Context: an optimization exercise on an open-source flow, tuned for small area, a short achievable clock period and few clock cycles. The choices shown serve that exercise and are no tape-out recipe. Function was checked by simulation only, so behaviour that the tests miss may differ from the original.

File: design/flow/flow/run.sh
#!/bin/bash
# The standard layout (the standard.sh, unchanged steps and settings),
# except that the port buffers that global placement inserts on every
# input and output are the small sky130_fd_sc_hd__buf_1 instead of the
# buffer cell the resizer would pick by default.
set -euo pipefail
export BUFFER_PORTS_ARGS="-buffer_cell sky130_fd_sc_hd__buf_1"
bash standard.sh > standard.log 2>&1
File: design/flow/standard.sh
#!/bin/bash
# synth_recipe.tcl (not shown) runs the flow's synth.tcl, then flattens the netlist and writes it again
# the make line also repeats each setting of config.mk as NAME=value (left out here)
make -C /OpenROAD-flow-scripts/flow DESIGN_CONFIG=/design/flow/config.mk WORK_HOME=/design/flow/orfs CLKGATE_MAP_FILE= SYNTH_SCRIPT=/design/flow/synth_recipe.tcl "${@:-finish}"
File: design/flow/config.mk
export PLATFORM = sky130hd
export DESIGN_NAME = taylor_sine
export DESIGN_NICKNAME = taylor_sine
export VERILOG_FILES = /design/flow/design.v
export SDC_FILE = /design/flow/constraint.sdc
export NUM_CORES = 4
export LEC_CHECK = 0
export CAP_MARGIN = 20
export CORE_MARGIN = 2
export CORE_UTILIZATION = 65
export CTS_BUF_LIST = sky130_fd_sc_hd__clkbuf_8
export SETUP_SLACK_MARGIN = 4.5
export SLEW_MARGIN = 20
File: design/flow/constraint.sdc
create_clock -name core_clock -period 10.0 [get_ports {clock}]
set_input_delay 2.0000 -clock core_clock [delete_from_list [all_inputs] [get_ports {clock}]]
set_output_delay 2.0000 -clock core_clock [all_outputs]
set_load 0.01 [all_outputs]
File: design/flow/design.v
module taylor_sine(
    input clock,
    input reset,
    input start_in,
    input signed [11:0] x_in,
    output reg ready_out,
    output [11:0] sin_out
);
reg armed;
reg [5:1] ph;           
reg [11:0] t, h;         
wire [11:0] n2 = h;
reg [5:0] b_one, b_two, b_neg;    
wire idle = ~|ph;
wire go   = idle && armed && start_in;
wire [10:0] u = ~n2[10:0];
wire big = (u >= 11'd1624 && u < 11'd1632) || (u >= 11'd1654 && u < 11'd1864) ||
           (u >= 11'd1868 && u < 11'd1912) || (u >= 11'd1916 && u < 11'd1918) ||
           (u >= 11'd1954 && u < 11'd1962);
wire n2_pos = !n2[11] && (n2[10:0] != 11'd0);
wire m3 = n2_pos && t[11];
wire signed [11:0] c0 = t;
wire m12 = n2[11] && (c0 <= -12'sd49);
wire [1:0] m = m3 ? 2'd3 : m12 ? (big ? 2'd2 : 2'd1) : 2'd0;
wire [11:0] bnext = (go | ph[1]) ? x_in : ph[2] ? 12'd171 : ph[3] ? n2 :
                    ph[4] ? 12'd51 : 12'd1024;
reg [5:0] e_one, e_two, e_neg;
reg bm1;
integer i;
always @(*) begin
    for (i = 0; i < 6; i = i + 1) begin
        bm1 = (i == 0) ? 1'b0 : bnext[2*i-1];
        e_one[i] = bnext[2*i] ^ bm1;
        e_two[i] = (bnext[2*i+1] & ~bnext[2*i] & ~bm1) | (~bnext[2*i+1] & bnext[2*i] & bm1);
        e_neg[i] = bnext[2*i+1];
    end
end
reg [12:0] e0, e1, e2, e3, e4, e5;
reg [12:0] v;
always @(*) begin
    for (i = 0; i < 6; i = i + 1) begin
        v = b_one[i] ? {t[11], t} : b_two[i] ? {t, 1'b0} : 13'd0;
        if (i == 5 && ph[5]) v = {1'b0, h};
        case (i)
            0: e0 = v ^ {13{b_neg[i]}};
            1: e1 = v ^ {13{b_neg[i]}};
            2: e2 = v ^ {13{b_neg[i]}};
            3: e3 = v ^ {13{b_neg[i]}};
            4: e4 = v ^ {13{b_neg[i]}};
            default: e5 = v ^ {13{b_neg[i]}};
        endcase
    end
end
wire hs0 = e0[10] ^ e1[8];
wire hc0 = e0[10] & e1[8];
wire hs1 = e0[11] ^ e1[9];
wire hc1 = e0[11] & e1[9];
wire hs2 = e0[12] ^ e1[10];
wire hc2 = e0[12] & e1[10];
wire hs3 = e0[12] ^ e1[11];
wire hc3 = e0[12] & e1[11];
wire hs4 = ~e0[12] ^ ~e1[12];
wire hc4 = ~e0[12] & ~e1[12];
wire hs5 = e0[6] ^ e1[4];
wire hc5 = e0[6] & e1[4];
wire hs6 = e0[7] ^ e1[5];
wire hc6 = e0[7] & e1[5];
wire fs7 = e0[8] ^ e1[6] ^ e2[4];
wire fc7 = (e0[8] & e1[6]) | (e0[8] & e2[4]) | (e1[6] & e2[4]);
wire hs8 = e3[2] ^ e4[0];
wire hc8 = e3[2] & e4[0];
wire fs9 = e0[9] ^ e1[7] ^ e2[5];
wire fc9 = (e0[9] & e1[7]) | (e0[9] & e2[5]) | (e1[7] & e2[5]);
wire hs10 = e3[3] ^ e4[1];
wire hc10 = e3[3] & e4[1];
wire fs11 = hs0 ^ e2[6] ^ e3[4];
wire fc11 = (hs0 & e2[6]) | (hs0 & e3[4]) | (e2[6] & e3[4]);
wire fs12 = e4[2] ^ e5[0] ^ b_neg[5];
wire fc12 = (e4[2] & e5[0]) | (e4[2] & b_neg[5]) | (e5[0] & b_neg[5]);
wire fs13 = hs1 ^ e2[7] ^ e3[5];
wire fc13 = (hs1 & e2[7]) | (hs1 & e3[5]) | (e2[7] & e3[5]);
wire fs14 = e4[3] ^ e5[1] ^ hc0;
wire fc14 = (e4[3] & e5[1]) | (e4[3] & hc0) | (e5[1] & hc0);
wire fs15 = hs2 ^ e2[8] ^ e3[6];
wire fc15 = (hs2 & e2[8]) | (hs2 & e3[6]) | (e2[8] & e3[6]);
wire fs16 = e4[4] ^ e5[2] ^ hc1;
wire fc16 = (e4[4] & e5[2]) | (e4[4] & hc1) | (e5[2] & hc1);
wire fs17 = hs3 ^ e2[9] ^ e3[7];
wire fc17 = (hs3 & e2[9]) | (hs3 & e3[7]) | (e2[9] & e3[7]);
wire fs18 = e4[5] ^ e5[3] ^ hc2;
wire fc18 = (e4[5] & e5[3]) | (e4[5] & hc2) | (e5[3] & hc2);
wire fs19 = hs4 ^ e2[10] ^ e3[8];
wire fc19 = (hs4 & e2[10]) | (hs4 & e3[8]) | (e2[10] & e3[8]);
wire fs20 = e4[6] ^ e5[4] ^ hc3;
wire fc20 = (e4[6] & e5[4]) | (e4[6] & hc3) | (e5[4] & hc3);
wire fs21 = 1'b1 ^ e2[11] ^ e3[9];
wire fc21 = (1'b1 & e2[11]) | (1'b1 & e3[9]) | (e2[11] & e3[9]);
wire fs22 = e4[7] ^ e5[5] ^ hc4;
wire fc22 = (e4[7] & e5[5]) | (e4[7] & hc4) | (e5[5] & hc4);
wire fs23 = ~e2[12] ^ e3[10] ^ e4[8];
wire fc23 = (~e2[12] & e3[10]) | (~e2[12] & e4[8]) | (e3[10] & e4[8]);
wire hs24 = 1'b1 ^ e3[11];
wire hc24 = 1'b1 & e3[11];
wire hs25 = e0[4] ^ e1[2];
wire hc25 = e0[4] & e1[2];
wire hs26 = e0[5] ^ e1[3];
wire hc26 = e0[5] & e1[3];
wire fs27 = hs5 ^ e2[2] ^ e3[0];
wire fc27 = (hs5 & e2[2]) | (hs5 & e3[0]) | (e2[2] & e3[0]);
wire fs28 = hs6 ^ e2[3] ^ e3[1];
wire fc28 = (hs6 & e2[3]) | (hs6 & e3[1]) | (e2[3] & e3[1]);
wire fs29 = fs7 ^ hs8 ^ b_neg[4];
wire fc29 = (fs7 & hs8) | (fs7 & b_neg[4]) | (hs8 & b_neg[4]);
wire fs30 = fs9 ^ hs10 ^ fc7;
wire fc30 = (fs9 & hs10) | (fs9 & fc7) | (hs10 & fc7);
wire fs31 = fs11 ^ fs12 ^ fc9;
wire fc31 = (fs11 & fs12) | (fs11 & fc9) | (fs12 & fc9);
wire fs32 = fs13 ^ fs14 ^ fc11;
wire fc32 = (fs13 & fs14) | (fs13 & fc11) | (fs14 & fc11);
wire fs33 = fs15 ^ fs16 ^ fc13;
wire fc33 = (fs15 & fs16) | (fs15 & fc13) | (fs16 & fc13);
wire fs34 = fs17 ^ fs18 ^ fc15;
wire fc34 = (fs17 & fs18) | (fs17 & fc15) | (fs18 & fc15);
wire fs35 = fs19 ^ fs20 ^ fc17;
wire fc35 = (fs19 & fs20) | (fs19 & fc17) | (fs20 & fc17);
wire fs36 = fs21 ^ fs22 ^ fc19;
wire fc36 = (fs21 & fs22) | (fs21 & fc19) | (fs22 & fc19);
wire fs37 = fs23 ^ e5[6] ^ fc21;
wire fc37 = (fs23 & e5[6]) | (fs23 & fc21) | (e5[6] & fc21);
wire fs38 = hs24 ^ e4[9] ^ e5[7];
wire fc38 = (hs24 & e4[9]) | (hs24 & e5[7]) | (e4[9] & e5[7]);
wire fs39 = ~e3[12] ^ e4[10] ^ e5[8];
wire fc39 = (~e3[12] & e4[10]) | (~e3[12] & e5[8]) | (e4[10] & e5[8]);
wire hs40 = 1'b1 ^ e4[11];
wire hc40 = 1'b1 & e4[11];
wire hs41 = e0[2] ^ e1[0];
wire hc41 = e0[2] & e1[0];
wire hs42 = e0[3] ^ e1[1];
wire hc42 = e0[3] & e1[1];
wire fs43 = hs25 ^ e2[0] ^ b_neg[2];
wire fc43 = (hs25 & e2[0]) | (hs25 & b_neg[2]) | (e2[0] & b_neg[2]);
wire fs44 = hs26 ^ e2[1] ^ hc25;
wire fc44 = (hs26 & e2[1]) | (hs26 & hc25) | (e2[1] & hc25);
wire fs45 = fs27 ^ b_neg[3] ^ hc26;
wire fc45 = (fs27 & b_neg[3]) | (fs27 & hc26) | (b_neg[3] & hc26);
wire fs46 = fs28 ^ hc5 ^ fc27;
wire fc46 = (fs28 & hc5) | (fs28 & fc27) | (hc5 & fc27);
wire fs47 = fs29 ^ hc6 ^ fc28;
wire fc47 = (fs29 & hc6) | (fs29 & fc28) | (hc6 & fc28);
wire fs48 = fs30 ^ hc8 ^ fc29;
wire fc48 = (fs30 & hc8) | (fs30 & fc29) | (hc8 & fc29);
wire fs49 = fs31 ^ hc10 ^ fc30;
wire fc49 = (fs31 & hc10) | (fs31 & fc30) | (hc10 & fc30);
wire fs50 = fs32 ^ fc12 ^ fc31;
wire fc50 = (fs32 & fc12) | (fs32 & fc31) | (fc12 & fc31);
wire fs51 = fs33 ^ fc14 ^ fc32;
wire fc51 = (fs33 & fc14) | (fs33 & fc32) | (fc14 & fc32);
wire fs52 = fs34 ^ fc16 ^ fc33;
wire fc52 = (fs34 & fc16) | (fs34 & fc33) | (fc16 & fc33);
wire fs53 = fs35 ^ fc18 ^ fc34;
wire fc53 = (fs35 & fc18) | (fs35 & fc34) | (fc18 & fc34);
wire fs54 = fs36 ^ fc20 ^ fc35;
wire fc54 = (fs36 & fc20) | (fs36 & fc35) | (fc20 & fc35);
wire fs55 = fs37 ^ fc22 ^ fc36;
wire fc55 = (fs37 & fc22) | (fs37 & fc36) | (fc22 & fc36);
wire fs56 = fs38 ^ fc23 ^ fc37;
wire fc56 = (fs38 & fc23) | (fs38 & fc37) | (fc23 & fc37);
wire fs57 = fs39 ^ hc24 ^ fc38;
wire fc57 = (fs39 & hc24) | (fs39 & fc38) | (hc24 & fc38);
wire fs58 = hs40 ^ e5[9] ^ fc39;
wire fc58 = (hs40 & e5[9]) | (hs40 & fc39) | (e5[9] & fc39);
wire fs59 = ~e4[12] ^ e5[10] ^ hc40;
wire fc59 = (~e4[12] & e5[10]) | (~e4[12] & hc40) | (e5[10] & hc40);
wire hs60 = 1'b1 ^ e5[11];
wire hc60 = 1'b1 & e5[11];
wire [21:0] ps = {hs60, fs59, fs58, fs57, fs56, fs55, fs54, fs53, fs52, fs51, fs50, fs49, fs48, fs47, fs46, fs45, fs44, fs43, hs42, hs41, e0[1], e0[0]};
wire [21:0] pc = {fc59, fc58, fc57, fc56, fc55, fc54, fc53, fc52, fc51, fc50, fc49, fc48, fc47, fc46, fc45, fc44, fc43, hc42, hc41, b_neg[1], 1'b0, b_neg[0]};
wire [21:0] prod = ps + pc;
wire [11:0] res = prod[21:10];
wire [11:0] acc_k = {10'h3ff, ~m};
wire [11:0] acc_a = x_in ^ t ^ acc_k;
wire [11:0] acc_b = {(x_in[10:0] & t[10:0]) | (x_in[10:0] & acc_k[10:0]) | (t[10:0] & acc_k[10:0]), 1'b0};
wire acc_sum_g0 = (acc_a[0] & acc_b[0]) | ((acc_a[0] ^ acc_b[0]) & 1'b1);
wire acc_sum_p0 = acc_a[0] ^ acc_b[0];
wire acc_sum_g1 = acc_a[1] & acc_b[1];
wire acc_sum_p1 = acc_a[1] ^ acc_b[1];
wire acc_sum_g2 = acc_a[2] & acc_b[2];
wire acc_sum_p2 = acc_a[2] ^ acc_b[2];
wire acc_sum_g3 = acc_a[3] & acc_b[3];
wire acc_sum_p3 = acc_a[3] ^ acc_b[3];
wire acc_sum_g4 = acc_a[4] & acc_b[4];
wire acc_sum_p4 = acc_a[4] ^ acc_b[4];
wire acc_sum_g5 = acc_a[5] & acc_b[5];
wire acc_sum_p5 = acc_a[5] ^ acc_b[5];
wire acc_sum_g6 = acc_a[6] & acc_b[6];
wire acc_sum_p6 = acc_a[6] ^ acc_b[6];
wire acc_sum_g7 = acc_a[7] & acc_b[7];
wire acc_sum_p7 = acc_a[7] ^ acc_b[7];
wire acc_sum_g8 = acc_a[8] & acc_b[8];
wire acc_sum_p8 = acc_a[8] ^ acc_b[8];
wire acc_sum_g9 = acc_a[9] & acc_b[9];
wire acc_sum_p9 = acc_a[9] ^ acc_b[9];
wire acc_sum_g10 = acc_a[10] & acc_b[10];
wire acc_sum_p10 = acc_a[10] ^ acc_b[10];
wire acc_sum_g11 = acc_a[11] & acc_b[11];
wire acc_sum_p11 = acc_a[11] ^ acc_b[11];
wire acc_sum_G0 = acc_sum_g1 | (acc_sum_p1 & acc_sum_g0);
wire acc_sum_P0 = acc_sum_p1 & acc_sum_p0;
wire acc_sum_G1 = acc_sum_g3 | (acc_sum_p3 & acc_sum_g2);
wire acc_sum_P1 = acc_sum_p3 & acc_sum_p2;
wire acc_sum_G2 = acc_sum_g5 | (acc_sum_p5 & acc_sum_g4);
wire acc_sum_P2 = acc_sum_p5 & acc_sum_p4;
wire acc_sum_G3 = acc_sum_g7 | (acc_sum_p7 & acc_sum_g6);
wire acc_sum_P3 = acc_sum_p7 & acc_sum_p6;
wire acc_sum_G4 = acc_sum_g9 | (acc_sum_p9 & acc_sum_g8);
wire acc_sum_P4 = acc_sum_p9 & acc_sum_p8;
wire acc_sum_G5 = acc_sum_g11 | (acc_sum_p11 & acc_sum_g10);
wire acc_sum_P5 = acc_sum_p11 & acc_sum_p10;
wire acc_sum_G6 = acc_sum_G1 | (acc_sum_P1 & acc_sum_G0);
wire acc_sum_P6 = acc_sum_P1 & acc_sum_P0;
wire acc_sum_G7 = acc_sum_G3 | (acc_sum_P3 & acc_sum_G2);
wire acc_sum_P7 = acc_sum_P3 & acc_sum_P2;
wire acc_sum_G8 = acc_sum_G5 | (acc_sum_P5 & acc_sum_G4);
wire acc_sum_P8 = acc_sum_P5 & acc_sum_P4;
wire acc_sum_G9 = acc_sum_G7 | (acc_sum_P7 & acc_sum_G6);
wire acc_sum_P9 = acc_sum_P7 & acc_sum_P6;
wire acc_sum_G10 = acc_sum_G8 | (acc_sum_P8 & acc_sum_G9);
wire acc_sum_P10 = acc_sum_P8 & acc_sum_P9;
wire acc_sum_G11 = acc_sum_G2 | (acc_sum_P2 & acc_sum_G6);
wire acc_sum_P11 = acc_sum_P2 & acc_sum_P6;
wire acc_sum_G12 = acc_sum_G4 | (acc_sum_P4 & acc_sum_G9);
wire acc_sum_P12 = acc_sum_P4 & acc_sum_P9;
wire acc_sum_G13 = acc_sum_g2 | (acc_sum_p2 & acc_sum_G0);
wire acc_sum_P13 = acc_sum_p2 & acc_sum_P0;
wire acc_sum_G14 = acc_sum_g4 | (acc_sum_p4 & acc_sum_G6);
wire acc_sum_P14 = acc_sum_p4 & acc_sum_P6;
wire acc_sum_G15 = acc_sum_g6 | (acc_sum_p6 & acc_sum_G11);
wire acc_sum_P15 = acc_sum_p6 & acc_sum_P11;
wire acc_sum_G16 = acc_sum_g8 | (acc_sum_p8 & acc_sum_G9);
wire acc_sum_P16 = acc_sum_p8 & acc_sum_P9;
wire acc_sum_G17 = acc_sum_g10 | (acc_sum_p10 & acc_sum_G12);
wire acc_sum_P17 = acc_sum_p10 & acc_sum_P12;
wire [11:0] acc_sum = {(acc_sum_p11 ^ acc_sum_G17), (acc_sum_p10 ^ acc_sum_G12), (acc_sum_p9 ^ acc_sum_G16), (acc_sum_p8 ^ acc_sum_G9), (acc_sum_p7 ^ acc_sum_G15), (acc_sum_p6 ^ acc_sum_G11), (acc_sum_p5 ^ acc_sum_G14), (acc_sum_p4 ^ acc_sum_G6), (acc_sum_p3 ^ acc_sum_G13), (acc_sum_p2 ^ acc_sum_G0), (acc_sum_p1 ^ acc_sum_g0), (acc_sum_p0 ^ 1'b1)};
always @(posedge clock) begin
    if (reset) begin
        ready_out <= 1'b0;
        armed <= 1'b1;
        ph <= 5'd0;
    end else begin
        ph <= {ph[4:1], go};
        if (go) begin
            ready_out <= 1'b0;
            armed <= 1'b0;
        end else if (ph[5]) begin
            ready_out <= 1'b1;
        end else if (idle && !start_in) begin
            armed <= 1'b1;
        end
    end
end
always @(posedge clock) begin
    b_one <= e_one;
    b_two <= e_two;
    b_neg <= e_neg;
    if (ph[1]) h <= ~res;
    if (ph[4]) h <= acc_sum;
    t <= go ? x_in : res ^ {12{ph[1]}};
end
assign sin_out = t;
endmodule
==> flow_summary.yaml, run 1 <==
setup_path:
  crit_chain: "a22oi_1, xnor2_1, ha_1, fa_1, inv_1, fa_1, inv_1, fa_1, ha_1, nand2_1, nor3_1, nor2_1, a31oi_1, a31oi_1, o21ai_0, o211a_1, mux2i_1, nand2_1"
  max_stage_delay_ps: 820
  worstSetupPathType: "register to register"
  rr_startpoint: "t[7]"
  reg2reg_to: "t[9]"
  worstRegToRegCells: 18
  start_kind: "register"
  cp-end-kind: "register"
  critPathArrivalTime_ps: 5450
  crit_path_top_delay_cell: "dfxtp_1"
  cp_common_cell: "fa_1"
  path_max_fanout: 15
  reg2reg_slack_ps: 4760
  crit_required_ps: 10210
logic_synthesis:
  synth_nets: 894
  synth_top_cell_by_area: "fa_1"
  yosys.area_share.simple: 0.1385
  yosys_warnings: 1
  synth_xor_area_frac: 0.1371
  synth_cell_types: 54
  avgSynthCellArea_um2: 8.116
  synth-compound-area-share: 0.1874
  synth-seq-cells: 49
  synth_common_cells: "nand2_1, inv_1, o21ai_0, xnor2_1"
  synthArstFlopShare: 0
  synth_most_common_cell: "nand2_1"
  synth_top_family_by_area: "adder cells"
  syn_area_mm2: 0.006322
  synth_top_area_share: 0.1583
  synthAdderAreaFrac: 0.2573
  synth_edf_count: 12
  yosysSeqAreaShare: 0.1742
  synth.area.top_cells: "fa_1, dfxtp_1, ha_1"
  synthMuxAreaShare: 0.01643
  synth_flop_cell: "dfxtp_1"
  netlist_instances: 779
floorplanning:
  start_util: 0.6778
  fp.dieH_um: 102.6
  rows: 35
  ios: 28
  die_w_um: 102.6
  core_mm2: 0.009328
  dieArea_mm2: 0.01053
clock_network:
  cts_root_buf: "clkbuf_8"
  cts_buffers: 5
  cts_max_level: 2
  cts_max_path_buffers: 2
  ctsHoldBuffers: 0
  cts_tree: "yes"
  clock_sinks: 49
  clock_latency_ps: 320
  cts_resized: 1
  path_clk_slew_ps: 110
  cts_setup_buffers: 0
placed_design:
  portBuffers: 27
  dpl.hpwl_um: 12960
  place.gp.congestion: 0.9548
  placed_cells: 882
grt:
  grtUsageTotal: 0.3458
  grt_antenna_before_repair: 0
  overflow: 0
  grt_pass1_wl_um: 27910
  grt_pass1_vias: 5444
  grt_max_degree: 27
finish:
  nets: 875
  synthToLayoutAreaGrowth_pct: 2.870
  drive_gt1_frac: 0.06439
  finalNonFillerCells: 890
  diodes: 0
  fin_util: 0.6973
  fillers: 796
sta:
  setup_viol: 0
  slew_headroom: 0.2485
  finalHoldViolCount: 0
  worst_slew_pin_slew_ps: 1127
  clock.fmax_mhz: 190.7
  skew_ps: 14.27
  finalCritPeriodShare: 0.5243
  rsz0062_at_grt: "true"
  drv_slew: 0
  period_minus_slack_ps: 5243
  setup-tns-final_ps: 0
detailed_routing:
  wire_per_inst_um: 19.13
  drt_wl_total_um: 17030
  via_per_inst: 6.113
  detail-route-antenna-nets: 0
  drc: 0
  drt_iter0_markers: 368
  vias: 5441
  dr.pass1.iters: 5
worst_hold_path:
  min_to: "ready_out"
  hold_path.class: "register to register"
  min-delay-start: "ready_out"
  hold_depth: 2
flow_run:
  drv_cap: 0
run_status:
  outcome: "timing/DRC/antenna clean"
-- metrics by stage --
step	hold slack, ps	setup slack, ps	cell area, µm²
final	510.9	4757	6504
after floorplan	455.5	4857	6322
after detailed placement	490.6	4340	6360
after global routing	576.1	4488	6504
after global placement	470.5	4502	6360
after CTS	512.0	4507	6447
-- logic make-up (layout without fill, tap and decap cells) --
kind of cell    Yosys count  in the layout
flops                    49             49
simple gates            193            193
fa+ha+maj               100            100
xor+xnor                 99             99
buf+inv                 142            124
mux                      10             10
compound gates          186            186
-- placed cells by master (no fill, tap or decap), types with 8 or more instances in the layout --
master and n:
edfxtp_1 12, a22oi_1 45, xor2_1 39, inv_1 85, o21ai_0 64, buf_1 27
dfxtp_1 22, a21oi_1 30, nor2_1 28, dfxtp_2 13, nand3_1 9, nor3_1 8
xnor2_1 60, fa_1 50, nor2b_1 12, ha_1 48, nand2_1 101
-- layer usage --
layer / vias up / GRT usage / part of all wire
met5: - / 0 / 0
li1: 2553 / - / -
met2: 210 / 0.5857 / 0.49
met1: 2630 / 0.4516 / 0.41
met4: 0 / 0.1200 / 0.029
met3: 48 / 0.05424 / 0.070
-- worst max path at each step --
stage             start  endpoint
3_5_place_dp    x_in[1]     h[11]
2_1_floorplan   x_in[1]     h[11]
6_report           t[7]      t[9]
3_3_place_gp    x_in[1]     h[11]
4_1_cts        b_one[5]     t[10]
5_1_grt        b_two[0]      t[9]
-- cell type report --
cell class	count	area [µm²]	share of cell area
clock buffer	5	68.82	0.01058
clock inverter	3	17.52	0.002693
inverter	88	330.3	0.05079
multi-input combinational	588	4692	0.7214
sequential	49	1125	0.1730
tap	129	161.4	0.02482
timing repair buffer	28	108.9	0.01674
-- worst max-delay path, delay by kind of cell, from the launching register on --
kind            cells  cell delay, ps
fa+ha+maj           5            2240
compound gates      5            1090
flops               1             820
simple gates        4             500
mux                 1             200
xor+xnor            1             180
buf+inv             2             130
-- registers in the layout (all words and copies together), names as in the netlist --
| name | flops |
|---|---|
| ph | 5 |
| b_neg | 6 |
| b_two | 6 |
| t | 12 |
| ready_out | 1 |
| b_one | 6 |
| armed | 1 |
| h | 12 |
Testbench counts, summed over its fixed seeds: cycles 11,192.
==> run 2, diff against run 1 <==
--- a/design/flow/config.mk
+++ b/design/flow/config.mk
@@ -10,4 +10,5 @@
 export CORE_UTILIZATION = 65
 export CTS_BUF_LIST = sky130_fd_sc_hd__clkbuf_8
+export PLACE_DENSITY = 0.85
 export SETUP_SLACK_MARGIN = 4.5
 export SLEW_MARGIN = 20
==> run 2 against run 1 <==
Compared with the run above: still clean; clock-buffer cell count stayed put; non-clock buffer count rose by 4; worst hold slack worse by 6.9 ps; critical path type is now primary input to register; critical endpoint is now h[11].
==> flow_summary.yaml, run 2 <==
sta:
  setup-tns-final_ps: 0
  period_minus_slack_ps: 5256
  skew_ps: 14.00
  drv_slew: 0
  finalHoldViolCount: 0
  slew_headroom: 0.2409
  clock.fmax_mhz: 190.3
  worst_slew_pin_slew_ps: 1139
  finalCritPeriodShare: 0.5256
  setup_viol: 0
  rsz0062_at_grt: "false"
floorplanning:
  dieArea_mm2: 0.01053
  die_w_um: 102.6
  core_mm2: 0.009328
  ios: 28
  rows: 35
  fp.dieH_um: 102.6
  start_util: 0.6778
grt:
  grt_use_met1: 0.4352
  gr-usage-met2: 0.5596
  overflow: 0
  grtUsageTotal: 0.3352
  grt_pass1_wl_um: 27390
  grt_pass1_vias: 5503
  grt_max_degree: 27
  grtUsageMet3: 0.04746
  busiest_layer: "met2"
  grt_antenna_before_repair: 0
logic_synthesis:
  synth_nets: 894
  yosys_warnings: 1
  synth_cell_types: 54
  synth_common_cells: "nand2_1, inv_1, o21ai_0, xnor2_1"
  synth_top_area_share: 0.1583
  synth.area.top_cells: "fa_1, dfxtp_1, ha_1"
  syn_area_mm2: 0.006322
  synthArstFlopShare: 0
  synth_flop_cell: "dfxtp_1"
  netlist_instances: 779
  synth_most_common_cell: "nand2_1"
  avgSynthCellArea_um2: 8.116
  yosysSeqAreaShare: 0.1742
  synth-seq-cells: 49
  synth_top_cell_by_area: "fa_1"
  synth_edf_count: 12
clock_network:
  clock_latency_ps: 320
  cts_tree: "yes"
  ctsHoldBuffers: 0
  clock_sinks: 49
  cts_max_level: 2
  cts_max_path_buffers: 2
  path_clk_slew_ps: 100
  cts_root_buf: "clkbuf_8"
  cts_buffers: 5
detailed_routing:
  drc: 0
  dr.pass1.iters: 5
  drt_iter0_markers: 481
  detail-route-antenna-nets: 0
  via_per_inst: 6.224
  wire_per_inst_um: 18.81
  vias: 5564
  drt_wl_total_um: 16810
finish:
  drive_gt1_frac: 0.06667
  top_regs: "h: 12 flops, t: 12 flops"
  final_common_cell: "nand2_1"
  fillers: 734
  finalNonFillerCells: 894
  seq_area_mm2: 0.001127
  diodes: 0
  final_cell_mix: "nand2_1, inv_1, o21ai_0"
  fin_util: 0.7002
  synthToLayoutAreaGrowth_pct: 3.305
  multi_input_area_mm2: 0.004687
  nets: 879
setup_path:
  start_kind: "primary input"
  max_stage_delay_ps: 530
  cp-end-kind: "register"
  path_max_fanout: 3
  critPathTopFamily: "compound AO/OA/AOI/OAI gates"
  worstRegToRegCells: 17
  startpoint: "x_in[1]"
  reg2reg_to: "t[8]"
  worst-path-stages: 17
  cp_num_buf_inv: 3
  reg2reg_slack_ps: 4800
  crit_path_end: "h[11]"
  rr_startpoint: "b_one[4]"
  crit_required_ps: 10040
  worstSetupPathType: "primary input to register"
  critPathArrivalTime_ps: 5290
  crit_chain: "buf_1, inv_1, fa_1, inv_1, fa_1, a21o_1, a21oi_1, o21bai_1, a21oi_1, o21bai_1, a21oi_1, nor2_1, a211oi_1, fa_1, xor2_1, xnor2_1, mux2i_1"
  crit_path_top_delay_cell: "fa_1"
flow_run:
  drv_cap: 0
placed_design:
  placed_cells: 882
  dpl.hpwl_um: 12520
  place.gp.congestion: 0.9593
  portBuffers: 27
worst_hold_path:
  hold_path.class: "register to register"
run_status:
  outcome: "timing/DRC/antenna clean"
run 2: cell counts after synthesis:
Identical to the previous run, type by type.
run 2: worst min-delay path by stage:
stage / start / endpoint / slack, ps / cells past startpoint
3_3_place_gp: armed / armed / 470 / 2
6_report: ready_out / ready_out / 500 / 2
5_1_grt: ready_out / ready_out / 530 / 2
2_1_floorplan: armed / armed / 460 / 2
4_1_cts: ready_out / ready_out / 500 / 2
3_5_place_dp: ready_out / ready_out / 490 / 2
run 2: per-layer routing:
metal / routed length [µm] / share of wire
met5: 0 / 0
met4: 549 / 0.033
met3: 1505 / 0.090
met2: 8174 / 0.49
met1: 6584 / 0.39
run 2: logic make-up after synthesis:
family | synth area share
AO/OA/AOI/OAI | 0.1874
multiplexers | 0.01643
flip-flops | 0.1742
AND/OR/NAND/NOR | 0.1385
adder cells (fa/ha/maj) | 0.2573
XOR/XNOR | 0.1371
buffers and inverters | 0.08905
run 2: area by class of cell:
class / instances / share of cell area
inverter: 88 / 0.05057
clock inverter: 3 / 0.002682
multi-input combinational: 588 / 0.7176
timing repair buffer: 32 / 0.02126
sequential: 49 / 0.1726
clock buffer: 5 / 0.01054
tap: 129 / 0.02471
run 2: worst min-delay path: cells and delay by family, from the launching register on:
family | cells | cell delay, ps
DFF | 1 | 330
and+or+nand+nor | 2 | 150
run 2: through the flow:
step | setup slack (ps) | hold slack (ps) | area (µm²)
floorplan | 4857 | 455.5 | 6322
global placement | 4475 | 472.2 | 6360
detailed placement | 4389 | 485.2 | 6360
CTS | 4508 | 502.3 | 6450
global route | 4479 | 534.6 | 6531
finish | 4744 | 504.0 | 6531
run 2: repair_timing:
action / CTS / global route
resized for setup: 2 / 24
buffers inserted: 0 / 4
setup endpoints to repair: 6 / 16
pin swaps: 0 / 1
gates cloned: 0 / 0
==> run 3, diff against run 2 <==
--- a/design/flow/config.mk
+++ b/design/flow/config.mk
@@ -10,5 +10,5 @@
 export CORE_UTILIZATION = 65
 export CTS_BUF_LIST = sky130_fd_sc_hd__clkbuf_8
-export PLACE_DENSITY = 0.85
+export PLACE_DENSITY = 0.75
 export SETUP_SLACK_MARGIN = 4.5
 export SLEW_MARGIN = 20
==> run 3 against run 2 <==
Compared with the run above: still clean on timing, DRC and antenna; clock-buffer cell count did not move; fmax rose by 1.4%; sequential cell count did not move; critical path type unchanged; critical endpoint unchanged.
==> flow_summary.yaml, run 3 <==
setup_path:
  start_kind: "primary input"
  worst-path-stages: 17
  crit_required_ps: 10040
  cp_common_cell: "fa_1"
  crit_chain: "buf_1, inv_1, fa_1, inv_1, fa_1, a21o_1, a21oi_1, o21bai_1, a21oi_2, o21bai_1, a21oi_1, nor2_1, a211oi_2, fa_1, xor2_1, xnor2_1, mux2i_1"
  reg2reg_slack_ps: 4840
  rr_startpoint: "b_two[2]"
  path_max_fanout: 3
  cp_num_buf_inv: 3
  worstSetupPathType: "primary input to register"
  cp-end-kind: "register"
  worstRegToRegCells: 17
  crit_path_top_delay_cell: "fa_1"
  max_stage_delay_ps: 530
  critPathTopFamily: "compound AO/OA/AOI/OAI gates"
  reg2reg_to: "t[4]"
  critPathArrivalTime_ps: 5220
logic_synthesis:
  synth-seq-cells: 49
  synth_cell_types: 54
  synth_common_cells: "nand2_1, inv_1, o21ai_0, xnor2_1"
  synth_top_cell_by_area: "fa_1"
  synth_flop_cell: "dfxtp_1"
  syn_area_mm2: 0.006322
  synth.area.top_cells: "fa_1, dfxtp_1, ha_1"
  yosysSeqAreaShare: 0.1742
  synth_nets: 894
  synthArstFlopShare: 0
  netlist_instances: 779
  synth_edf_count: 12
  synth_most_common_cell: "nand2_1"
  synth_top_area_share: 0.1583
  avgSynthCellArea_um2: 8.116
  yosys_warnings: 1
flow_run:
  drv_cap: 0
placed_design:
  dpl.hpwl_um: 13130
  post_dp_cell_area_mm2: 0.006367
  portBuffers: 27
  pre_cts_ws_ps: 4360
  place.gp.congestion: 1.090
floorplanning:
  start_util: 0.6778
  dieArea_mm2: 0.01053
  die_w_um: 102.6
  core_mm2: 0.009328
  rows: 35
  fp.dieH_um: 102.6
  ios: 28
detailed_routing:
  vias: 5526
  via_per_inst: 6.188
  drt_iter0_markers: 437
  drc: 0
  dr.pass1.iters: 5
  wire_per_inst_um: 19.43
  drt_wl_total_um: 17350
  detail-route-antenna-nets: 0
sta:
  worst_slew_pin_slew_ps: 1105
  clock.fmax_mhz: 192.9
  setup-tns-final_ps: 0
  setup_slack_ps: 4815
  skew_ps: 11.47
  setup_viol: 0
  finalHoldViolCount: 0
  slew_headroom: 0.2633
  drv_slew: 0
  rsz0062_at_grt: "false"
  period_minus_slack_ps: 5185
  finalCritPeriodShare: 0.5185
finish:
  fin_util: 0.7018
  drive_gt1_frac: 0.07723
  top_regs: "h: 12 flops, t: 12 flops"
  nets: 878
  synthToLayoutAreaGrowth_pct: 3.542
  fillers: 805
  diodes: 0
  design_area_mm2: 0.006546
  final_cell_mix: "nand2_1, inv_1, o21ai_0"
  final_common_cell: "nand2_1"
worst_hold_path:
  hold_path.class: "register to register"
  min-delay-start: "ready_out"
  hold_depth: 2
  min_to: "ready_out"
clock_network:
  path_clk_slew_ps: 100
  clock_sinks: 49
  cts_max_level: 2
  clock_latency_ps: 310
  cts_max_path_buffers: 2
  cts_buffers: 5
  ctsHoldBuffers: 0
  cts_root_buf: "clkbuf_8"
  cts_tree: "yes"
grt:
  busiest_layer: "met2"
  grt_use_met1: 0.4451
  grt_max_degree: 27
  grt_pass1_wl_um: 27540
  grt_antenna_before_repair: 0
  grtUsageTotal: 0.3421
  grt_pass1_vias: 5387
  gr-usage-met2: 0.5913
  grtUsageMet3: 0.03390
  overflow: 0
run_status:
  outcome: "timing/DRC/antenna clean"
-- run 3: changes by cell type in the layout (fill, tap and decap cells not counted) --
cell / delta
a21oi_1: -1
dfxtp_1: -5
dfxtp_2: +4
buf_4: -1
dfxtp_4: +1
ha_1: -2
a211oi_2: +1
a211oi_1: -1
a21oi_2: +1
ha_2: +2
-- run 3: worst register-to-register path: stages (launching register included) --
cell and delay (ps):
dfxtp_1 490, nor2b_2 440, a22oi_1 150, xor2_1 190
fa_1 510, fa_1 540, inv_1 50, fa_1 470
ha_1 340, nand4_1 110, nor2_1 170, nand3b_1 160
and3_1 260, o21ai_1 290, a21oi_1 130, xnor2_1 380
nor2b_1 90, a221o_1 270
-- run 3: layout make-up --
type / instances / area [µm²] / share of cell area
sequential: 49 / 1136 / 0.1735
clock inverter: 3 / 17.52 / 0.002676
inverter: 88 / 330.3 / 0.05046
tap: 129 / 161.4 / 0.02466
multi-input combinational: 588 / 4701 / 0.7181
timing repair buffer: 31 / 131.4 / 0.02007
clock buffer: 5 / 68.82 / 0.01051
-- run 3: logic make-up (layout without fill, tap and decap cells) --
logic type	Yosys count	in the layout	share of synthesized area
AO/OA/AOI/OAI	186	186	0.1874
XOR/XNOR	99	99	0.1371
adder cells (fa/ha/maj)	100	100	0.2573
buffers and inverters	142	127	0.08905
flip-flops	49	49	0.1742
multiplexers	10	10	0.01643
AND/OR/NAND/NOR	193	193	0.1385
-- run 3: repair_timing --
item / 4_1_cts / 5_1_grt
setup buffers: 0 / 2
pin swaps: 0 / 1
resized for setup: 4 / 32
gates cloned: 0 / 0
endpoints found under the setup margin: 6 / 13
-- run 3: worst max path at each step --
stage / slack, ps / start / to
4_1_cts: 4550 / b_one[2] / t[4]
6_report: 4820 / x_in[1] / h[11]
3_5_place_dp: 4360 / x_in[1] / h[11]
3_3_place_gp: 4500 / x_in[1] / h[11]
5_1_grt: 4540 / b_two[1] / t[9]
2_1_floorplan: 4860 / x_in[1] / h[11]
-- run 3: layer usage --
layer  wire (µm)  vias up
met5           0        -
met4         635        0
met3        1394       58
met2        8492      264
met1        6830     2647
li1            -     2557
-- run 3: per-stage QoR --
step	hold slack (ps)	cells
detailed placement	484.9	883
finish	499.8	893
global placement	473.6	883
global route	517.2	893
CTS	502.8	891
floorplan	455.5	779
==> run 4, diff against run 3 <==
--- a/design/flow/config.mk
+++ b/design/flow/config.mk
@@ -9,6 +9,4 @@
 export CORE_MARGIN = 2
 export CORE_UTILIZATION = 65
-export CTS_BUF_LIST = sky130_fd_sc_hd__clkbuf_8
-export PLACE_DENSITY = 0.75
 export SETUP_SLACK_MARGIN = 4.5
 export SLEW_MARGIN = 20
==> run 4 against run 3 <==
Compared with the run above: core utilization shrank 0.46 points; worst hold slack gained 13 ps; sequential cell count is the same; via count shrank 1.5%; non-clock buffer count shrank 3; register-to-register slack lost 90 ps; die area is the same; critical path depth grew 1; first-iteration DRC count shrank 16%; still clean.
==> flow_summary.yaml, run 4 <==
run_status:
  outcome: "timing/DRC/antenna clean"
finish:
  top_regs: "h: 12 flops, t: 12 flops"
  nets: 875
  final_cell_mix: "nand2_1, inv_1, o21ai_0"
  synthToLayoutAreaGrowth_pct: 2.870
  diodes: 0
  drive_gt1_frac: 0.06439
  multi_input_area_mm2: 0.004692
  seq_area_mm2: 0.001125
  final_common_cell: "nand2_1"
  fillers: 796
sta:
  skew_ps: 14.17
  slew_headroom: 0.2496
  setup_viol: 0
  setup_slack_ps: 4752
  worst_slew_pin_slew_ps: 1126
  drv_slew: 0
  rsz0062_at_grt: "true"
  period_minus_slack_ps: 5248
  clock.fmax_mhz: 190.6
  finalHoldViolCount: 0
  setup-tns-final_ps: 0
  finalCritPeriodShare: 0.5248
logic_synthesis:
  synth_cell_types: 54
  yosys_warnings: 1
  yosysSeqAreaShare: 0.1742
  synth.area.top_cells: "fa_1, dfxtp_1, ha_1"
  netlist_instances: 779
  synth_top_area_share: 0.1583
  avgSynthCellArea_um2: 8.116
  synth_top_cell_by_area: "fa_1"
  synth_most_common_cell: "nand2_1"
  synth_nets: 894
  synth_flop_cell: "dfxtp_1"
  synth_edf_count: 12
  synth-seq-cells: 49
  synth_common_cells: "nand2_1, inv_1, o21ai_0, xnor2_1"
  synthArstFlopShare: 0
  syn_area_mm2: 0.006322
placed_design:
  place.gp.congestion: 0.9548
  pre_cts_ws_ps: 4340
  portBuffers: 27
  dpl.hpwl_um: 12960
setup_path:
  worstRegToRegCells: 18
  critPathArrivalTime_ps: 5410
  start_kind: "register"
  path_max_fanout: 15
  crit_required_ps: 10160
  cp-end-kind: "register"
  reg2reg_slack_ps: 4750
  worstSetupPathType: "register to register"
flow_run:
  drv_cap: 0
grt:
  busiest_layer: "met2"
  grtUsageMet3: 0.05424
  grt_antenna_before_repair: 0
  grtUsageTotal: 0.3458
  grt_use_met1: 0.4516
  gr-usage-met2: 0.5857
  grt_pass1_wl_um: 27910
  overflow: 0
  grt_pass1_vias: 5444
  grt_max_degree: 27
detailed_routing:
  vias: 5444
  dr.pass1.iters: 5
  detail-route-antenna-nets: 0
  drc: 0
  wire_per_inst_um: 19.11
  drt_iter0_markers: 368
  drt_wl_total_um: 17010
  via_per_inst: 6.117
floorplanning:
  core_mm2: 0.009328
  rows: 35
  fp.dieH_um: 102.6
  die_w_um: 102.6
  start_util: 0.6778
  dieArea_mm2: 0.01053
  ios: 28
clock_network:
  cts_tree: "yes"
  cts_buffers: 5
  cts_root_buf: "clkbuf_8"
  cts_max_level: 2
  ctsHoldBuffers: 0
  clock_latency_ps: 320
  cts_max_path_buffers: 2
  clock_sinks: 49
  path_clk_slew_ps: 110
worst_hold_path:
  hold_path.class: "register to register"
  hold_depth: 2
-- run 4: cell families (layout without fill, tap and decap cells) --
logic type	after synthesis	after routing	synth area share
AND/OR/NAND/NOR	193	193	0.1385
AO/OA/AOI/OAI	186	186	0.1874
buffers and inverters	142	124	0.08905
adder cells (fa/ha/maj)	100	100	0.2573
XOR/XNOR	99	99	0.1371
flip-flops	49	49	0.1742
multiplexers	10	10	0.01643
-- run 4: what timing repair did --
action	in CTS	in global routing
gates resized for setup	1	26
buffers inserted	0	0
setup endpoints to repair	1	14
-- run 4: final timing paths --
path	to	from
min	ready_out	ready_out
min reg2reg	ready_out	ready_out
max reg2reg	t[10]	t[7]
max	t[10]	t[7]
-- run 4: area by class of cell --
class | count | share of cell area
Tap cell | 129 | 0.02482
Multi-Input combinational cell | 588 | 0.7214
Clock buffer | 6 | 0.01116
Inverter | 88 | 0.05079
Sequential cell | 49 | 0.1730
Clock inverter | 2 | 0.002116
Timing Repair Buffer | 28 | 0.01674
-- run 4: through the flow --
stage	hold WS [ps]	cells	util	instance area, µm²
after CTS	511.9	890	0.6912	6447
after global placement	470.5	882	0.6818	6360
final	512.8	890	0.6973	6504
after detailed placement	490.6	882	0.6818	6360
after global routing	576.1	890	0.6973	6504
after floorplan	455.5	779	-	6322
-- run 4: layer usage --
layer	routed length, µm	up-vias
li1	-	2554
met1	6879	2602
met2	8267	240
met3	1331	48
met4	532	0
met5	0	-
-- run 4: worst max-delay path, cell delays in order, from the launching register on --
cell and delay (ps):
dfxtp_1 820, a22oi_1 170, xnor2_1 180, ha_1 310, fa_1 540, inv_1 70
fa_1 540, inv_1 60, fa_1 420, ha_1 430, nand2_1 130, nor3_1 190
nor2_1 110, a31oi_1 320, nand2_1 160, o21bai_1 200, xnor2_1 140, a22oi_1 200
o21ai_0 100
==> run 5, diff against run 4 <==
--- a/design/flow/config.mk
+++ b/design/flow/config.mk
@@ -8,5 +8,6 @@
 export CAP_MARGIN = 20
 export CORE_MARGIN = 2
-export CORE_UTILIZATION = 65
+export CORE_UTILIZATION = 55
+export CTS_BUF_LIST = sky130_fd_sc_hd__clkbuf_8
 export SETUP_SLACK_MARGIN = 4.5
 export SLEW_MARGIN = 20
==> run 5 against run 4 <==
Compared with the run above: routed wire length increased by 9.1%; sequential share of layout area decreased by 0.14 points; sequential cell count unchanged; worst setup slack better by 41 ps; still clean on timing, DRC and antenna; core utilization decreased by 12 points; critical endpoint is now t[9]; cell count is 2.6% higher; die area grew 17%; final area up 1.3%; critical path depth is 1 higher; area after synthesis stayed put; critical path type unchanged.
==> flow_summary.yaml, run 5 <==
run_status:
  outcome: "timing/DRC/antenna clean"
detailed_routing:
  vias: 5334
  wire_per_inst_um: 20.34
  dr.pass1.iters: 6
  via_per_inst: 5.842
  detail-route-antenna-nets: 0
  drt_wl_total_um: 18570
  drc: 0
  drt_iter0_markers: 441
placed_design:
  placed_cells: 901
  dpl.hpwl_um: 14150
  pre_cts_ws_ps: 4379
  portBuffers: 27
  place.gp.congestion: 0.9251
logic_synthesis:
  synth_nets: 894
  synth_top_area_share: 0.1583
  synth_common_cells: "nand2_1, inv_1, o21ai_0, xnor2_1"
  yosysSeqAreaShare: 0.1742
  synth_most_common_cell: "nand2_1"
  synthArstFlopShare: 0
  synth_flop_cell: "dfxtp_1"
  avgSynthCellArea_um2: 8.116
  synth_edf_count: 12
  synth.area.top_cells: "fa_1, dfxtp_1, ha_1"
  synth_cell_types: 54
  netlist_instances: 779
  syn_area_mm2: 0.006322
  yosys_warnings: 1
  synth_top_cell_by_area: "fa_1"
  synth-seq-cells: 49
clock_network:
  cts_buffers: 5
  cts_max_path_buffers: 2
  clock_latency_ps: 320
  cts_tree: "yes"
  path_clk_slew_ps: 100
  ctsHoldBuffers: 0
  cts_max_level: 2
  cts_root_buf: "clkbuf_8"
  clock_sinks: 49
setup_path:
  reg2reg_slack_ps: 4790
  cp_common_cell: "fa_1"
  start_kind: "register"
  reg2reg_to: "t[9]"
  cp-end-kind: "register"
  crit_path_top_delay_cell: "fa_1"
  critPathArrivalTime_ps: 5410
  crit_chain: "buf_4, nand2_1, o21ai_0, xor2_1, ha_1, inv_1, fa_1, inv_1, fa_1, fa_1, ha_1, nand4_1, or2_2, a31oi_1, a31oi_1, o21ai_0, o211a_1, mux2i_1, nand2_1"
  path_max_fanout: 15
  worstSetupPathType: "register to register"
  crit_required_ps: 10210
  crit_path_end: "t[9]"
  startpoint: "t[10]"
  critPathTopFamily: "adder cells"
  max_stage_delay_ps: 530
  worstRegToRegCells: 19
  cp_num_buf_inv: 3
  worst-path-stages: 19
  rr_startpoint: "t[10]"
sta:
  setup_viol: 0
  skew_ps: 13.75
  finalHoldViolCount: 0
  finalCritPeriodShare: 0.5207
  rsz0062_at_grt: "true"
  setup-tns-final_ps: 0
  period_minus_slack_ps: 5207
  clock.fmax_mhz: 192.1
  drv_slew: 0
  slew_headroom: 0.2332
  worst_slew_pin_slew_ps: 1150
  setup_slack_ps: 4793
finish:
  multi_input_area_mm2: 0.004684
  final_cell_mix: "nand2_1, inv_1, o21ai_0"
  drive_gt1_frac: 0.07273
  diodes: 0
  nets: 884
  fin_util: 0.5818
  fillers: 1068
  seq_area_mm2: 0.001130
  finalNonFillerCells: 913
  top_regs: "h: 12 flops, t: 12 flops"
  final_common_cell: "nand2_1"
  synthToLayoutAreaGrowth_pct: 4.176
floorplanning:
  rows: 39
  fp.dieH_um: 111.2
  core_mm2: 0.01132
  ios: 28
  die_w_um: 111.2
  start_util: 0.5585
  dieArea_mm2: 0.01237
grt:
  grt_antenna_before_repair: 0
  grt_pass1_vias: 5321
  grt_pass1_wl_um: 29680
  grtUsageTotal: 0.3082
  grt_max_degree: 27
  overflow: 0
flow_run:
  drv_cap: 0
worst_hold_path:
  hold_depth: 2
  hold_path.class: "register to register"
run 5: cell counts after synthesis:
Identical to the previous run, type by type.
run 5: metal layers:
metal / vias to the layer above / share of wire / GRT usage / wire length (µm)
met2: 183 / 0.48 / 0.5130 / 8960
met3: 36 / 0.050 / 0.04593 / 932
met5: - / 0 / 0 / 0
met4: 0 / 0.027 / 0.09877 / 494
met1: 2542 / 0.44 / 0.4137 / 8178
li1: 2573 / - / - / -
run 5: how the worst min path moves through the flow:
| stage | endpoint | slack (ps) | startpoint |
|---|---|---|---|
| 5_1_grt | ready_out | 530 | ready_out |
| 6_report | ready_out | 500 | ready_out |
| 3_3_place_gp | armed | 470 | armed |
| 2_1_floorplan | armed | 460 | armed |
| 3_5_place_dp | armed | 480 | armed |
| 4_1_cts | ready_out | 510 | ready_out |
run 5: cells by family after synthesis:
family,synth area share
AO/OA/AOI/OAI,0.1874
XOR/XNOR,0.1371
adder cells (fa/ha/maj),0.2573
buffers and inverters,0.08905
flip-flops,0.1742
multiplexers,0.01643
AND/OR/NAND/NOR,0.1385
run 5: repair_timing:
item                       4_1_cts  5_1_grt
resized for setup                4       23
setup endpoints to repair        7       12
pin swaps                        0        1
buffers inserted                 0        4
run 5: area by class of cell:
class / count / share of cell area
clock inverters: 3 / 0.002660
repair buffers: 37 / 0.02679
well taps: 143 / 0.02717
flip-flops and latches: 49 / 0.1715
multi-input cells: 588 / 0.7112
clock buffers: 5 / 0.01045
inverters: 88 / 0.05015
run 5: metrics by stage:
| stage | hold WS, ps | area [µm²] |
|---|---|---|
| finish | 504.9 | 6586 |
| global route | 532.0 | 6586 |
| CTS | 510.5 | 6509 |
| detailed placement | 484.9 | 6415 |
| global placement | 469.4 | 6415 |
| floorplan | 455.5 | 6322 |
run 5: worst register-to-register path, cell delays in order (launching register included):
cell and delay [ps]:
dfxtp_1 310, buf_4 260, nand2_1 90, o21ai_0 230, xor2_1 120, ha_1 300, inv_1 50, fa_1 530
inv_1 60, fa_1 500, fa_1 510, ha_1 460, nand4_1 190, or2_2 330, a31oi_1 240, a31oi_1 200
o21ai_0 210, o211a_1 240, mux2i_1 200, nand2_1 70
==> run 6, diff against run 5 <==
--- a/design/flow/config.mk
+++ b/design/flow/config.mk
@@ -8,6 +8,7 @@
 export CAP_MARGIN = 20
 export CORE_MARGIN = 2
-export CORE_UTILIZATION = 55
+export CORE_UTILIZATION = 70
 export CTS_BUF_LIST = sky130_fd_sc_hd__clkbuf_8
+export PLACE_DENSITY = 0.8
 export SETUP_SLACK_MARGIN = 4.5
 export SLEW_MARGIN = 20
==> run 6 against run 5 <==
Compared with the run above: die area is 21% lower; non-clock buffer count down 4; worst setup slack worse by 21 ps; routed wire length down 7.9%; sequential cell count stayed put.
==> flow_summary.yaml, run 6 <==
sta:
  skew_ps: 16.54
  finalCritPeriodShare: 0.5228
  setup_viol: 0
  worst_slew_pin_slew_ps: 1150
  rsz0062_at_grt: "true"
  period_minus_slack_ps: 5228
  clock.fmax_mhz: 191.3
  slew_headroom: 0.2332
  finalHoldViolCount: 0
  setup-tns-final_ps: 0
  drv_slew: 0
logic_synthesis:
  avgSynthCellArea_um2: 8.116
  synth_cell_types: 54
  netlist_instances: 779
  synth_top_area_share: 0.1583
  synth_nets: 894
  synth-seq-cells: 49
  synth.area.top_cells: "fa_1, dfxtp_1, ha_1"
  syn_area_mm2: 0.006322
  synth_flop_cell: "dfxtp_1"
  yosysSeqAreaShare: 0.1742
  synth_common_cells: "nand2_1, inv_1, o21ai_0, xnor2_1"
  synthArstFlopShare: 0
  synth_most_common_cell: "nand2_1"
  synth_top_cell_by_area: "fa_1"
  yosys_warnings: 1
  synth_edf_count: 12
detailed_routing:
  wire_per_inst_um: 19.56
  drt_iter0_markers: 391
  dr.pass1.iters: 5
  vias: 5482
  drc: 0
  via_per_inst: 6.272
  drt_wl_total_um: 17100
  detail-route-antenna-nets: 0
grt:
  grt_pass1_vias: 5566
  grtUsageTotal: 0.3626
  grt_pass1_wl_um: 28100
  overflow: 0
  grt_antenna_before_repair: 0
  grt_max_degree: 27
floorplanning:
  ios: 28
  rows: 34
  dieArea_mm2: 0.009808
  core_mm2: 0.008721
  die_w_um: 99.04
  start_util: 0.7250
  fp.dieH_um: 99.04
flow_run:
  drv_cap: 0
clock_network:
  clock_sinks: 49
  clock_latency_ps: 320
  cts_max_level: 2
  path_clk_slew_ps: 100
  cts_max_path_buffers: 2
  cts_tree: "yes"
  cts_buffers: 5
  cts_root_buf: "clkbuf_8"
finish:
  diodes: 0
  synthToLayoutAreaGrowth_pct: 3.443
  final_common_cell: "nand2_1"
  multi_input_area_mm2: 0.004706
  finalNonFillerCells: 874
  top_regs: "h: 12 flops, t: 12 flops"
  final_cell_mix: "nand2_1, inv_1, o21ai_0"
  fin_util: 0.7499
  drive_gt1_frac: 0.07441
  nets: 880
  fillers: 674
  seq_area_mm2: 0.001130
setup_path:
  critPathArrivalTime_ps: 5270
  start_kind: "primary input"
  worstSetupPathType: "primary input to register"
  crit_required_ps: 10040
  cp-end-kind: "register"
  path_max_fanout: 3
placed_design:
  dpl.hpwl_um: 12890
  place.gp.congestion: 0.9542
  portBuffers: 27
  placed_cells: 863
run_status:
  outcome: "timing/DRC/antenna clean"
worst_hold_path:
  hold_path.class: "register to register"
-- run 6: per-stage QoR --
stage | worst slack [ps] | instance area (µm²) | hold slack, ps
floorplan | 4857 | 6322 | 455.5
global placement | 4506 | 6349 | 471.7
detailed placement | 4325 | 6349 | 483.7
CTS | 4501 | 6446 | 508.8
global route | 4473 | 6540 | 549.9
finish | 4772 | 6540 | 503.9
-- run 6: timing repair --
| item | CTS | global route |
|---|---|---|
| pin swaps | 0 | 1 |
| setup buffers | 0 | 3 |
| hold buffers | 0 | 0 |
| setup endpoints to repair | 6 | 17 |
| hold endpoints to repair | 0 | 0 |
| gates resized for setup | 3 | 30 |
-- run 6: kinds of logic after synthesis --
| logic type | share of synthesized area |
|---|---|
| AOI/OAI and AO/OA | 0.1874 |
| and+or+nand+nor | 0.1385 |
| buffers and inverters | 0.08905 |
| adders and majority gates | 0.2573 |
| muxes | 0.01643 |
| DFF | 0.1742 |
| xor gates and xnor gates | 0.1371 |
-- run 6: worst paths after layout --
check	startpoint	endpoint	slack, ps	cells after the start
min reg2reg	ready_out	ready_out	500	2
max reg2reg	t[11]	t[8]	4770	18
max	x_in[1]	h[11]	4770	17
min	ready_out	ready_out	500	2
-- run 6: cell type report --
type | instances | share of cell area
timing repair buffer | 33 | 0.02238
sequential | 49 | 0.1728
clock buffer | 5 | 0.01052
inverter | 88 | 0.05051
clock inverter | 3 | 0.003635
multi-input combinational | 588 | 0.7195
tap | 108 | 0.02066
-- run 6: metal layers --
layer  wire length [µm]  global-route usage  vias to the layer above
met4                697              0.1465                        0
met3               1450             0.02837                       63
met2               8307              0.6258                      281
li1                   -                   -                     2560
met1               6644              0.4722                     2578
met5                  0                   0                        -
-- run 6: critical path, cell delays in order --
cell      delay (ps)
buf_1            170
inv_1             90
fa_1             550
inv_1             60
fa_1             460
a21o_1           210
a21oi_2          160
o21bai_1         100
a21oi_2          180
o21bai_1         100
a21oi_2          200
nor2_1            70
a211oi_1         270
fa_1             250
xor2_1           190
xnor2_1          140
mux2i_1           90
==> run 7, diff against run 6 <==
--- a/design/flow/config.mk
+++ b/design/flow/config.mk
@@ -8,7 +8,6 @@
 export CAP_MARGIN = 20
 export CORE_MARGIN = 2
-export CORE_UTILIZATION = 70
+export CORE_UTILIZATION = 65
 export CTS_BUF_LIST = sky130_fd_sc_hd__clkbuf_8
-export PLACE_DENSITY = 0.8
-export SETUP_SLACK_MARGIN = 4.5
+export SETUP_SLACK_MARGIN = 5
 export SLEW_MARGIN = 20
==> run 7 against run 6 <==
Compared with the run above: via count grew 4.9%; register-to-register slack improved by 270 ps; clock skew down 4.5 ps; worst hold slack worse by 7.8 ps; fmax is 5.5% higher; cell count increased by 5.6%; die area grew 7.4%; sequential cell count unchanged; critical path depth up 2; highest routed layer unchanged.
==> flow_summary.yaml, run 7 <==
run_status:
  outcome: "timing/DRC/antenna clean"
setup_path:
  path_max_fanout: 11
  worstSetupPathType: "register to register"
  max_stage_delay_ps: 540
  crit_path_top_delay_cell: "fa_1"
  worstRegToRegCells: 19
  crit_required_ps: 10160
  cp-end-kind: "register"
  reg2reg_slack_ps: 5050
  critPathArrivalTime_ps: 5110
  cp_common_cell: "fa_1"
  rr_startpoint: "b_one[1]"
  reg2reg_to: "h[10]"
  crit_path_end: "h[10]"
  crit_chain: "nor2b_4, a22oi_2, xnor2_2, ha_1, inv_1, fa_1, inv_1, fa_1, fa_1, ha_4, nand4_1, nor3_2, nor2_4, a31oi_4, nand2_2, o21bai_1, xnor2_1, nor2_1, a21oi_1"
  startpoint: "b_one[1]"
  start_kind: "register"
sta:
  skew_ps: 12.03
  finalHoldViolCount: 0
  drv_slew: 0
  worst_slew_pin_slew_ps: 947.4
  finalCritPeriodShare: 0.4954
  hold_slack_ps: 496.2
  rsz0062_at_grt: "true"
  setup-tns-final_ps: 0
  clock.fmax_mhz: 201.8
  setup_viol: 0
  period_minus_slack_ps: 4954
  slew_headroom: 0.3675
  setup_slack_ps: 5046
clock_network:
  cts_max_path_buffers: 2
  cts_max_level: 2
  clock_sinks: 49
  cts_root_buf: "clkbuf_8"
  ctsHoldBuffers: 0
  clock_latency_ps: 320
  cts_buffers: 5
  path_clk_slew_ps: 110
  cts_tree: "yes"
logic_synthesis:
  synth_top_cell_by_area: "fa_1"
  yosys_warnings: 1
  synthArstFlopShare: 0
  synth.area.top_cells: "fa_1, dfxtp_1, ha_1"
  synth_cell_types: 54
  synth_top_area_share: 0.1583
  yosysSeqAreaShare: 0.1742
  netlist_instances: 779
  avgSynthCellArea_um2: 8.116
  synth_flop_cell: "dfxtp_1"
  synth-seq-cells: 49
  synth_edf_count: 12
  synth_common_cells: "nand2_1, inv_1, o21ai_0, xnor2_1"
  synth_most_common_cell: "nand2_1"
  synth_nets: 894
  syn_area_mm2: 0.006322
floorplanning:
  start_util: 0.6778
  dieArea_mm2: 0.01053
  fp.dieH_um: 102.6
  rows: 35
  ios: 28
  die_w_um: 102.6
  core_mm2: 0.009328
detailed_routing:
  drt_iter0_markers: 661
  via_per_inst: 6.233
  detail-route-antenna-nets: 0
  dr.pass1.iters: 6
  wire_per_inst_um: 20.91
  drc: 0
  drt_wl_total_um: 19300
  vias: 5753
grt:
  overflow: 0
  grtUsageTotal: 0.3728
  busiest_layer: "met2"
  grtUsageMet3: 0.04610
  grt_pass1_wl_um: 29460
  gr-usage-met2: 0.6109
  grt_pass1_vias: 5605
  grt_use_met1: 0.4730
  grt_antenna_before_repair: 0
  grt_max_degree: 27
finish:
  synthToLayoutAreaGrowth_pct: 11.97
  nets: 908
  final_cell_mix: "nand2_1, inv_1, o21ai_0"
  design_area_mm2: 0.007079
  final_common_cell: "nand2_1"
  diodes: 0
  top_regs: "h: 12 flops, t: 12 flops"
  drive_gt1_frac: 0.1662
  finalNonFillerCells: 923
worst_hold_path:
  hold_path.class: "register to register"
flow_run:
  drv_cap: 0
placed_design:
  placed_cells: 888
  pre_cts_ws_ps: 4384
  place.gp.congestion: 0.9961
  post_dp_cell_area_mm2: 0.006419
  portBuffers: 27
  dpl.hpwl_um: 13700
[run 7: cell types whose count changed in the layout (fill, tap and decap cells not counted), moves of 4 or more]
| cell | delta |
|---|---|
| xnor2_1 | -7 |
| xnor2_2 | +7 |
| o21ai_0 | -6 |
| buf_4 | +25 |
| inv_2 | +4 |
| ha_4 | +5 |
| dfxtp_4 | +7 |
| inv_1 | -4 |
| o21ai_1 | +5 |
| dfxtp_1 | -10 |
[run 7: logic make-up after synthesis]
logic type                 Yosys count  share of synthesized area
AOI/OAI and AO/OA                  186                     0.1874
xor gates and xnor gates            99                     0.1371
adders and majority gates          100                     0.2573
buffers and inverters              142                    0.08905
DFF                                 49                     0.1742
muxes                               10                    0.01643
and+or+nand+nor                    193                     0.1385
[run 7: what timing repair did]
action                     CTS  global route
gates cloned                 0             0
buffers inserted            12            15
setup endpoints to repair   18            18
pin swaps                   11            29
resized for setup           41            68
[run 7: through the flow]
| stage | utilization |
|---|---|
| final | 0.7590 |
| after global routing | 0.7590 |
| after CTS | 0.7188 |
| after detailed placement | 0.6881 |
| after global placement | 0.6881 |
| after floorplan | - |
[run 7: worst max-delay path, delay by kind of cell, from the launching register on]
| kind | cells | cell delay (ps) |
|---|---|---|
| AND/OR/NAND/NOR | 6 | 960 |
| AO/OA/AOI/OAI | 4 | 750 |
| flip-flops | 1 | 410 |
| adder cells (fa/ha/maj) | 5 | 2200 |
| buffers and inverters | 2 | 100 |
| XOR/XNOR | 2 | 390 |
[run 7: layout make-up]
class                      instances  area [µm²]
multi-input combinational        588        4940
fill                             736        2248
sequential                        49        1160
timing repair buffer              61       394.1
inverter                          88       330.3
tap                              129       161.4
clock buffer                       5       68.82
clock inverter                     3       25.02
[run 7: layer usage]
layer,wire [µm],share of wire
met5,0,0
met4,1377,0.071
met3,1665,0.086
met2,9128,0.47
met1,7133,0.37
[run 7: worst min-delay path by stage]
stage,endpoint,startpoint,depth (start not counted),slack [ps]
after floorplan,armed,armed,2,460
after global placement,armed,armed,2,470
final,ready_out,ready_out,2,500
after CTS,ready_out,ready_out,2,500
after global routing,ready_out,ready_out,2,510
after detailed placement,ready_out,ready_out,2,480

-- static timing again, ports no longer ideal --
In the flow no input, the clock included, has a driving cell. The finished layouts below were timed again as built, in two steps. Step 1 (the two cells are an assumption about what drives the block):
set clk [get_ports {clock}]
set_driving_cell -lib_cell sky130_fd_sc_hd__clkbuf_16 $clk
set_driving_cell -lib_cell sky130_fd_sc_hd__buf_2 [delete_from_list [all_inputs] $clk]
Step 2 adds t to the input delays and takes it off the output delays; t is the mean of the earliest and latest rising clock arrival at the registers after step 1. Input paths then give back, and output paths get back, about the clock's delay inside the block. Slacks: ideal / step 1 / step 2; pairs: ideal / step 1.
run | shift t [ns] | setup slack, ns | clock arrival spread, ns | worst register clock-pin slew, ns
run 1 | 0.344 | 4.757 / 4.757 / 4.439 | 0.015 / 0.014 | 0.11 / 0.11
run 2 | 0.344 | 4.744 / 4.751 / 4.407 | 0.014 / 0.014 | 0.11 / 0.11
run 3 | 0.331 | 4.815 / 4.820 / 4.489 | 0.012 / 0.011 | 0.10 / 0.10
run 4 | 0.344 | 4.752 / 4.752 / 4.442 | 0.014 / 0.014 | 0.11 / 0.11
run 5 | 0.349 | 4.793 / 4.793 / 4.461 | 0.014 / 0.013 | 0.10 / 0.10
run 6 | 0.345 | 4.772 / 4.774 / 4.439 | 0.017 / 0.016 | 0.11 / 0.11
run 7 | 0.341 | 5.046 / 5.046 / 4.823 | 0.012 / 0.012 | 0.11 / 0.11
After both steps every run listed still meets setup and hold. For run 2, which loses most, drivers alone change the setup slack by +0.007 ns; drivers and shift together by -0.337 ns.
